From an optimization exercise on the open Yosys and OpenROAD flow, aimed at small area; shortcuts taken in it are not production practice. In this exercise RTL edits were held to simulation tests only and were not proved equivalent to the original. Power and IR drop assume default switching activity.

==> flow/design.v <==
`timescale 1ns / 1ps
module UART #(
	parameter CLK_FREQ=240_000_000,	 
	parameter BAUD_RATE=1_000_000	 
	)
	(
	iCLK,	 
	iRST_N,	 
	iRX,	 
	oTX,	 
	oR,		 
	oT,		 
	iT,		 
	iTDATA,	 
	oRDATA	 
);
input iCLK;
input iRST_N;
input iRX;
output oTX;
output oR;
output oT;
input iT;
input [7:0] iTDATA;
output [7:0] oRDATA;
reg oTX;
reg oR;
reg [7:0] oRDATA;
localparam BAUD_CNT=CLK_FREQ/BAUD_RATE;	 
localparam BAUD_1=BAUD_CNT/4;		 
localparam BAUD_2=BAUD_CNT/2;		 
localparam BAUD_3=(3*BAUD_CNT)/4;	 
reg [15:0] rRBaudCnt;	 
reg [15:0] rTBaudCnt;	 
reg [7:0] rRData;	 
reg [7:0] rTData;	 
reg [2:0] rSample_1;	 
reg [2:0] rRBitCnt;		 
reg [2:0] rTBitCnt;		 
reg oT_reg1;
reg oT_reg2;
reg rRX_syn,rRX_syn_0;	 
always@(posedge iCLK or negedge iRST_N)begin
	if(!iRST_N){rRX_syn,rRX_syn_0}<=2'b11;
	else {rRX_syn,rRX_syn_0}<={rRX_syn_0,iRX};
end
reg [2:0] Rsta;	 
localparam Rsta_0=3'b000;
localparam Rsta_1=3'b001;
localparam Rsta_2=3'b010;
localparam Rsta_3=3'b100;
always@(posedge iCLK or negedge iRST_N)begin
	if(!iRST_N) Rsta<=Rsta_0;
	else begin
		case(Rsta)
			Rsta_0:if(!rRX_syn) Rsta<=Rsta_1;	 
			Rsta_1:begin	 
				if(rRBaudCnt==BAUD_CNT)begin
					if(rSample_1[1]) Rsta<=Rsta_0;	 
					else Rsta<=Rsta_2;	 
				end
			end
			Rsta_2:begin  
				if(rRBitCnt==3'd7)begin
					if(rRBaudCnt==BAUD_CNT) Rsta<=Rsta_3;	 
				end
			end
			Rsta_3:begin  
				if(rRBaudCnt==BAUD_CNT)begin
					if(!rRX_syn) Rsta<=Rsta_1;
					else Rsta<=Rsta_0;
				end
			end
			default: Rsta<=Rsta_0;
		endcase
	end
end
wire wSampleEN=(rRBaudCnt==BAUD_1) | (rRBaudCnt==BAUD_2) | (rRBaudCnt==BAUD_3);
always@(posedge iCLK or negedge iRST_N)begin
	if(!iRST_N) rSample_1<=3'b0;
	else begin
		if(rRBaudCnt<BAUD_1)rSample_1<=3'b0;
		else if(wSampleEN)begin
			if(rRX_syn) rSample_1<={rSample_1[1:0],1'b1};
		end
	end
end
always@(posedge iCLK or negedge iRST_N)begin
	if(!iRST_N) rRBitCnt<=3'd0;
	else if(Rsta==Rsta_2)begin
		if(rRBaudCnt==BAUD_CNT) rRBitCnt<=rRBitCnt+3'd1;
	end
	else rRBitCnt<=3'd0;
end
always@(posedge iCLK or negedge iRST_N)begin
	if(!iRST_N) rRBaudCnt<=0;
	else if(Rsta==Rsta_0)begin
		if(!rRX_syn) rRBaudCnt<=1;
		else rRBaudCnt<=0;
	end
	else begin
		if(rRBaudCnt==BAUD_CNT) rRBaudCnt<=1;
		else rRBaudCnt<=rRBaudCnt+1;
	end
end
always@(posedge iCLK or negedge iRST_N)begin
	if(!iRST_N)rRData<=8'd0;
	else if(Rsta==Rsta_2)begin
		if(rRBaudCnt==BAUD_CNT)begin
			if(rSample_1[1]) rRData<={1'b1,rRData[7:1]};
			else rRData<={1'b0,rRData[7:1]};
		end
	end
end
always@(posedge iCLK or negedge iRST_N)begin
	if(!iRST_N) oR<=1'b0;
	else if(Rsta == Rsta_3 &&rRBaudCnt==BAUD_CNT && rSample_1[1])
		oR<=1'b1;
	else oR<=1'b0;
end
always@(posedge iCLK or negedge iRST_N)begin
	if(!iRST_N) oRDATA<=8'd0;
	else if(Rsta==Rsta_3)begin
		if(rRBaudCnt==BAUD_CNT)begin
			if(rSample_1[1]) oRDATA<=rRData;
		end
	end
end
reg rTsyn,rTsyn_1,rTsyn_0;	 
always@(posedge iCLK or negedge iRST_N)begin
	if(!iRST_N) {rTsyn,rTsyn_1,rTsyn_0}<=3'b111;
	else {rTsyn,rTsyn_1,rTsyn_0}<={rTsyn_1,rTsyn_0,iT};
end
reg[2:0] Tsta;
reg [2:0] Tsta_d;
localparam Tsta_0=3'b000;
localparam Tsta_1=3'b001;
localparam Tsta_2=3'b010;
localparam Tsta_3=3'b100;
always@(posedge iCLK)
begin
	Tsta_d <= Tsta;
end
always@(posedge iCLK or negedge iRST_N)begin
	if(!iRST_N) Tsta<=Tsta_0;
	else begin
		case(Tsta)
			Tsta_0:if({rTsyn,rTsyn_1}==2'b01) Tsta<=Tsta_1;
			Tsta_1:if(rTBaudCnt==BAUD_CNT)Tsta<=Tsta_2;	 
			Tsta_2:begin  
				if(rTBitCnt==3'd7)begin
					if(rTBaudCnt==BAUD_CNT) Tsta<=Tsta_3;
				end
			end
			Tsta_3:begin 	 
				if(rTBaudCnt==BAUD_CNT)begin
					if({rTsyn,rTsyn_1}==2'b01) Tsta<=Tsta_1;
					else Tsta<=Tsta_0;
				end
			end
			default:Tsta<=Tsta_0;
		endcase
	end
end
always@(posedge iCLK or negedge iRST_N)begin
	if(!iRST_N) rTBitCnt<=3'd0;
	else if(Tsta==Tsta_2)begin
		if(rTBaudCnt==BAUD_CNT)rTBitCnt<=rTBitCnt+3'd1;
	end
	else rTBitCnt<=3'd0;
end
always@(posedge iCLK or negedge iRST_N)begin
	if(!iRST_N) rTBaudCnt<=0;
	else if(Tsta==Tsta_0)begin
		if({rTsyn,rTsyn_1}==2'b01) rTBaudCnt<=1;
		else rTBaudCnt<=0;
	end
	else begin
		if(rTBaudCnt==BAUD_CNT) rTBaudCnt<=1;
		else rTBaudCnt<=rTBaudCnt+1;
	end
end
always@(posedge iCLK or negedge iRST_N)begin
	if(!iRST_N) rTData<=8'd0;
	else if(Tsta==Tsta_0)begin
		if({rTsyn,rTsyn_1}==2'b01)begin 
			rTData<=iTDATA;
		end
	end
	else if(Tsta==Tsta_2)begin
		if(rTBaudCnt==BAUD_CNT)begin
			rTData<={1'b0,rTData[7:1]};
		end
	end
end
always@(posedge iCLK or negedge iRST_N)begin
	if(!iRST_N) oTX<=1'b1;
	else begin
		case(Tsta)
			Tsta_0:oTX<=1'b1;
			Tsta_1:oTX<=1'b0;	 
			Tsta_2:begin	 
				if(rTBaudCnt==1) oTX<=rTData[0];
			end
			Tsta_3:oTX<=1'b1;	 
		endcase
	end
end
always@(posedge iCLK or negedge iRST_N)begin
	if(!iRST_N) oT_reg1<=1'b1;
	else if(Tsta==Tsta_0) oT_reg1<=1'b1;
	else oT_reg1<=1'b0;
end
always@(posedge iCLK or negedge iRST_N)begin
	if(!iRST_N) oT_reg2<=1'b1;
	else oT_reg2<=oT_reg1;
end
assign oT = ~oT_reg2 && oT_reg1; 
endmodule
`timescale 1ns / 1ps
module UART_TST(
	input clk,
    input rst_n,
    input UART_RX,
    input [23:0]dac_back_data,
    output UART_TX,
    input uart_tx_req
 );
reg [7:0]tx_data;
reg tx_req;
reg [23:0]tx_cnt;
reg [1:0]dac_byte_cnt;
wire rx_done;
wire tx_done;
wire [7:0]rx_data;
always@(posedge clk or negedge rst_n)begin
	if(!rst_n)begin
		tx_req <= 0;
		tx_cnt <= 0;
		dac_byte_cnt <= 0;
	end
	else if(uart_tx_req)begin
    	if(tx_cnt >= 100_000)begin
    		tx_cnt <= 0;
        	if(dac_byte_cnt <2'd3)begin
	        	tx_req <= 1;
                case(dac_byte_cnt)
                	2:tx_data <= dac_back_data[7:0];
                    1:tx_data <= dac_back_data[15:8];
                    0:tx_data <= dac_back_data[23:16];
                    default:tx_data <= 0;
                endcase
                dac_byte_cnt <= dac_byte_cnt + 1;
        	end
    	end
    	else if(tx_cnt >= 50_000)begin
    		tx_cnt <= tx_cnt + 1;
        	tx_req <= 0;
    	end
    	else
    		tx_cnt <= tx_cnt + 1;
    end
end
UART #(
	.CLK_FREQ(50_000_000),
	.BAUD_RATE(115_200)
	)uart_0(
	.iCLK(clk),
	.iRST_N(rst_n),
	.iRX(UART_RX),
	.oTX(UART_TX),
	.oR(rx_done),
	.oT(tx_done),
	.iT(tx_req),
	.iTDATA(tx_data),
	.oRDATA(rx_data)
);
endmodule
`timescale 1ns / 1ps
module spi_core(
	input			clk,			 
	input			rst_n,
	input			DAC_DOUT,		 
	output			[23:0]sdo_data,	 
	input			[23:0]sdi_data,	 
	output			DAC_DIN,		 
	output			DAC_CS_N,		 
	output			DAC_SCLK,		 
	input			DAC_req,		 
	output			DONE			 
);
parameter bit_length = 24;
reg [4:0]bit_cnt;
reg cs_reg;
reg done;
reg SDI;
reg [23:0]sdo_data_reg;
assign DAC_CS_N = cs_reg;
assign DONE = done;
assign DAC_DIN = SDI;
assign sdo_data = sdo_data_reg;
reg [9:0]sclk_cnt;
reg DAC_SCLK_reg;
assign DAC_SCLK = DAC_SCLK_reg;
always@(posedge clk or negedge rst_n)
begin
	if(!rst_n)
		sclk_cnt <= 10'd0;
	else if (!cs_reg)begin
		if(sclk_cnt < 10'd999)
			sclk_cnt <= sclk_cnt + 1;
		else
			sclk_cnt <= 0;
	end
end
always@(posedge clk or negedge rst_n)
begin
	if(!rst_n)
		DAC_SCLK_reg <= 0;
	else
		case(sclk_cnt)
			499:DAC_SCLK_reg <= 1;
			999:DAC_SCLK_reg <= 0;
			default:;
		endcase
end
always@(posedge clk or negedge rst_n)
begin
	if(!rst_n)begin
		cs_reg <= 1;
		done <= 0;
	end
	else
		if(DAC_req)begin
			if(bit_cnt <= bit_length - 1)begin
				cs_reg <= 0;
				done <= 0;
			end
			else if((sclk_cnt == 10'd249)) begin
				cs_reg <= 1;
				done <= 1;
			end
		end
	else begin
		cs_reg <= 1;
		done <= 0;
	end
end
always@(posedge clk or negedge rst_n)
begin
	if(!rst_n)begin
		SDI <= 0;
		sdo_data_reg <= 24'd0;
		bit_cnt <= 5'd0;
	end
	else if(cs_reg)begin
		SDI <= 0;
		sdo_data_reg <= 24'd0;
		bit_cnt <= 5'd0;
	end
	else if(!cs_reg)	begin
		if((sclk_cnt == 10'd499))
			SDI <= sdi_data[bit_length - 1 - bit_cnt];
		if((sclk_cnt == 10'd999))begin
			sdo_data_reg[bit_length - 1 - bit_cnt] <= DAC_DOUT;
			bit_cnt <= bit_cnt + 1;
		end
	end
end
endmodule
`timescale 1ns / 1ps
module AD5761R(
	input			clk,			 
	input			rst_n,
	input			DAC_ALERT_N,	 
	input			DAC_DOUT,		 
	output			DAC_DIN,		 
	output			DAC_CS_N,		 
	output			DAC_SCLK,		 
	output			DAC_RESET_N,	 
	output			DAC_LOAD_N,		 
	output			DAC_CLEAR_N,	 
	input 			UART_RX,
	output 			UART_TX
);
localparam [15:0] DAC_vout_reg = 16'hFFFF;	 
assign DAC_RESET_N = 1;			 
assign DAC_CLEAR_N = 1;			 
assign DAC_LOAD_N = 0;			 
reg DAC_req;
reg [23:0]sdi_data;		 
wire [23:0]sdo_data;	 
wire done;				 
reg [7:0]dac_order_cnt;
reg [3:0]dac_orders;
reg [31:0]init_cnt;
localparam init_cnt_full = 32'd10_000;
reg [31:0]delay_cnt;
localparam T_100ns = 32'd5_000;
always@(posedge clk or negedge rst_n)
begin
	if(!rst_n)begin
		DAC_req <= 0;
		init_cnt <= 0;
		delay_cnt <= 0;
		dac_order_cnt <= 8'd0;
    end
	else begin
		case(dac_order_cnt)
			0:begin
				if(init_cnt >= init_cnt_full)begin
					init_cnt <= 0;
					dac_order_cnt <= dac_order_cnt + 1;
				end
				else
					init_cnt <= init_cnt + 1;
			end
			1,3,5,7,9:begin
				if(done)begin
					DAC_req <= 0;
					dac_order_cnt <= dac_order_cnt + 1;
				end
				else
					DAC_req <= 1;
			end
			2,4,6,8:begin
				if(delay_cnt >= T_100ns)begin
					delay_cnt <= 0;
					dac_order_cnt <= dac_order_cnt + 1;
				end
				else
					delay_cnt <= delay_cnt + 1;
			end
			10:begin
			     DAC_req <= 0;
			end
			default:begin
					DAC_req <= 0;
					dac_order_cnt <= 0;
			end
		endcase
	end
end
always@(posedge clk or negedge rst_n)
begin
	if(!rst_n)
		dac_orders <= 4'b0;
	else begin
		case(dac_order_cnt)
			8'h1:dac_orders <= 4'hF;
			8'h3:dac_orders <= 4'h4;
			8'h5:dac_orders <= 4'h3;
			8'h7:dac_orders <= 4'hB;
			8'h9:dac_orders <= 4'h0;
			default:dac_orders <= 4'h0;
        endcase
	end
end
always@(posedge clk or negedge rst_n)
begin
	if(!rst_n)
		sdi_data[15:0] <= 16'b0;
	else begin
		case(dac_order_cnt)
			8'h3:sdi_data[15:0] <= 16'h0241;
			8'h5:sdi_data[15:0] <= DAC_vout_reg[15:0];
			default:sdi_data[15:0] <= 16'h0;
        endcase
	end
end
always@(posedge clk or negedge rst_n)
begin
	if(!rst_n)
		sdi_data[23:16] <= 8'b0;
	else
		sdi_data[23:16] <= {4'b0,dac_orders[3:0]};
end
reg [23:0]dac_back_data;
reg uart_tx_req;
always@(posedge clk or negedge rst_n)
begin
	if(!rst_n)begin
		uart_tx_req <= 0;
		dac_back_data <= 24'h0;
	end
	else begin
		if(dac_order_cnt == 9)
			if(done)begin
				dac_back_data <= sdo_data;
				uart_tx_req <= 1;
			end
	end
end
spi_core ad5761r_spi(
	.clk(clk),
	.rst_n(rst_n),
	.DAC_DOUT(DAC_DOUT),
	.sdo_data(sdo_data),
	.sdi_data(sdi_data),
	.DAC_DIN(DAC_DIN),
	.DAC_CS_N(DAC_CS_N),
	.DAC_SCLK(DAC_SCLK),
	.DAC_req(DAC_req),
	.DONE(done)
);
UART_TST dac_bak (
    .clk(clk),
    .rst_n(rst_n),
    .UART_RX(UART_RX),
    .UART_TX(UART_TX),
    .dac_back_data(dac_back_data),
    .uart_tx_req(uart_tx_req)
);
endmodule
==> flow/run.sh <==
#!/bin/bash
# synth_recipe.tcl (not shown) runs the flow's synth.tcl, then flattens the netlist and writes it again
# the make line also repeats each setting of config.mk as NAME=value (left out here)
make -C /OpenROAD-flow-scripts/flow DESIGN_CONFIG=/design/flow/config.mk WORK_HOME=/design/flow/orfs CLKGATE_MAP_FILE= SYNTH_SCRIPT=/design/flow/synth_recipe.tcl finish
==> flow/config.mk <==
export PLATFORM = sky130hd
export DESIGN_NAME = AD5761R
export DESIGN_NICKNAME = AD5761R
export VERILOG_FILES = /design/flow/design.v
export SDC_FILE = /design/flow/constraint.sdc
export NUM_CORES = 4
export LEC_CHECK = 0
export CAP_MARGIN = 20
export CORE_MARGIN = 2
export CORE_UTILIZATION = 40
export PLACE_DENSITY = 0.6
export SLEW_MARGIN = 20
==> flow/constraint.sdc <==
create_clock -name core_clock -period 20.0 [get_ports {clk}]
set_input_delay 4.0000 -clock core_clock [delete_from_list [all_inputs] [get_ports {clk}]]
set_output_delay 4.0000 -clock core_clock [all_outputs]
set_load 0.01 [all_outputs]
==> summary.txt <==
CTS H-tree lvls: 1
CP cell instances: clkdlybuf4s50_1
GRT Total Usage: 14.9%
Row count: 59
Sink Count: 218
Worst path required time: 16,000 ps
Gp weighted congestion: 0.799
Initial antenna violation count: 0
ANT nets after route: 0
Min-Delay Path Class: reg -> reg
Pwr Density: 76.8 mW/mm^2
Worst-path cell with the longest stage delay: dfstp_2
Wire length per cell: 14.7 um
RSZ-0062 raised after global routing: false
Total grt overflow: 0
Leading area contributor after synthesis: dfrtp_1
Post-synth EDFFs: 8
Fin. max-slew vios: 0
Buf+Inv Stages, Crit Path: 1
Tcrit/Tclk final: 29.6%
IO Pins: 12
CTS Root Cell: clkbuf_16
Endpoint arrival time on the critical path: 1920 ps
Vias in the first global route: 7,197
Worst IR Drop VDD: 0.0660 mV
Flops & latches, synth: 218
Routed via count: 7,330
Slowest stage delay, CP: 790 ps
Post-synthesis cell area: 0.0105 sq mm
Crit path max-delay family: flip-flops
Met1 Wirelength: 9910 um
Slew margin rel.: 31.6%
Clock edge transition at the registers on the reported setup and hold paths: 60 ps
Synth top area cells: dfrtp_1 49%, mux2_2 4.1%, nor2_1 3.8%, ha_1 3.5%, nand2_1 3.0%
Routed wl met3: 600 um
Hold_buf cts: 0
CTS tree: built
Die Y: 166 um
Die area: 0.0276 sq mm
Status: timing/DRC/antenna clean
Asr flop ratio synth: 96.3%
Seq/Total Area, Yosys: 52.4%
Setup TNS: 0 ps
Reg2Reg Setup Slack: 15,790 ps
Synth warn: 4
Drt total wl: 20,200 um
Vias per cell: 5.34
Yosys cell types: 71
Largest regs: delay_cnt: 32 flops, init_cnt: 32 flops
WS Path Type: reg -> out
First-pass GRT wire length: 35,300 um
Core Region: 0.0259 sq mm
Critical path startpoint category: flip-flop
Fmax: 0.169 GHz
Final Critical Period: 5920 ps
Post-DP HPWL: 13,300 um
Port bufs: 6
Synth-to-layout area growth: 11.2%
Pin count of the biggest net entering global routing: 81
CTS Buffer Depth: 3
Ratio of cells with drive above 1 in the final layout: 9.84%
Post-CTS setup buffer count: 0
# resized after CTS: 0
Clock Skew: 17.1 ps
Mapped Cells: 1,021
Die Wd: 166 um
Worst slew pin tran: 1020 ps
Final number of hold-violating endpoints: 0
Synthesized area per cell: 10.3 sq um
Synth Flop Type: dfrtp_1
Initial DRC count: 513
Max layer used: met4
Static Leak: 5.15 nW
# diodes: 0
Max FO, Critical Path: 19
Fin nets: 1,054
Worst skew pair latency: 520 ps
Endpoints failing setup: 0
Worst setup EP type: primary output
Metal2 WL: 9230 um
CTS buffer count: 24
DRC: 0
Max Cap Viol: 0
Initial Utilization: 40.5%
Synth top area share: 48.9%
Drt first pass iters: 5
Total power draw: 0.000896 W
[cell usage after synthesis, drive strengths merged, types with 9 or more instances]
master,number
clkbuf,39
nor4,26
nor2,106
and3,11
o21ai,39
o31ai,9
ha,29
nand4,21
dfrtp,205
a32o,9
and2,33
a21oi,31
nor3,21
o211ai,15
nand3,47
nor2b,15
buf,10
mux2,40
xnor2,22
xor2,26
inv,41
nand2,85
or3,14
[metrics by stage]
step | hold slack [ps] | setup WS, ps | instance area (sq um) | cells | util [%]
3_3_place_gp | 332 | 14510 | 10900 | 1328 | 42.0
5_1_grt | 352 | 14020 | 11700 | 1372 | 45.0
3_5_place_dp | 336 | 14530 | 10900 | 1328 | 42.0
2_1_floorplan | 331 | 15140 | 10500 | 1026 | -
4_1_cts | 348 | 14060 | 11700 | 1372 | 45.0
6_report | 348 | 14080 | 11700 | 1372 | 45.0
[kinds of logic (layout without fill, tap and decap cells)]
logic type / after synthesis / in the layout / synth area share, %
simple gates: 421 / 421 / 20.4
flops: 218 / 218 / 52.4
compound gates: 163 / 163 / 11.0
buf+inv: 92 / 103 / 3.55
xor+xnor: 48 / 48 / 4.00
mux: 47 / 47 / 4.96
fa+ha+maj: 30 / 30 / 3.65
other cells: 2 / 7 / 0.0715
[path summary, 6_finish.rpt]
path | start | end | cells past startpoint
setup / recovery | ad5761r_spi.cs_reg$_DFFE_PN1P_ | DAC_CS_N | 1
hold / removal | dac_orders[2]$_DFF_PN0_ | ad5761r_spi.sdi_data[18]$_DFF_PN0_ | 0
setup reg to reg | ad5761r_spi.bit_cnt[3]$_DFFE_PN0P_ | ad5761r_spi.sdo_data_reg[10]$_DFFE_PN0P_ | 10
hold reg to reg | dac_orders[2]$_DFF_PN0_ | ad5761r_spi.sdi_data[18]$_DFF_PN0_ | 0
max in group asynchronous | rst_n | dac_bak.uart_0.rTBaudCnt[14]$_DFF_PN0_ | 2
min in group asynchronous | rst_n | dac_back_data[4]$_DFFE_PN0P_ | 1
[cell type report]
cell class / count / area, sq um
Fill cell: 2421 / 14200
Sequential cell: 218 / 5500
Multi-Input combinational cell: 716 / 4670
Clock buffer: 35 / 703
Tap cell: 335 / 419
Inverter: 43 / 161
Timing Repair Buffer: 16 / 144
Clock inverter: 9 / 73.8
[report_power, final]
group          leakage [nW]  internal [W]  switching (W)
registers              2.99      0.000446     0.00000252
clock network         0.381      0.000256       0.000175
logic                  1.78    0.00000362      0.0000129
[per-layer routing]
layer / global-route usage [%] / vias to the layer above
met3: 2.26 / 29
met4: 3.59 / 0
met5: 0 / -
met1: 21.1 / 3592
met2: 24.1 / 74
li1: - / 3635
[cells in the final DEF (no fill, tap or decap), types with 22 or more instances in the layout]
cell type,Yosys,final
dfrtp_1,205,205
nor2_1,106,105
nand2_1,85,85
nand3_1,47,47
inv_1,41,41
mux2_2,38,38
o21ai_0,34,34
and2_1,33,33
a21oi_1,31,31
ha_1,29,29
xor2_1,26,26
clkbuf_16,0,25
nor4_1,26,24
xnor2_1,22,22

afterwards: timing with drivers on the ports:
The results above use ideal ports. As a check the final layout listed here was re-extracted and re-timed, cells and wires unchanged. Step 1 (the two cells are an assumption about what drives the block):
set clk [get_ports {clk}]
set_driving_cell -lib_cell sky130_fd_sc_hd__clkbuf_16 $clk
set_driving_cell -lib_cell sky130_fd_sc_hd__buf_2 [delete_from_list [all_inputs] $clk]
Step 2 moves the port delays by t, midway between the first and last clock arrival at a register: inputs arrive t later, outputs are due t later. That takes back most of the time a late clock gives input paths. Slacks: ideal ports / drivers / drivers and shift; pairs: ideal ports / drivers.
t (ns): 0.554
setup slack, ns: 14.082 / 14.036 / 14.517
latest minus earliest clock arrival (ns): 0.018 / 0.017
After both steps this run still meets setup and hold. For this run, drivers alone change the setup slack by -0.046 ns; drivers and shift together by +0.435 ns.
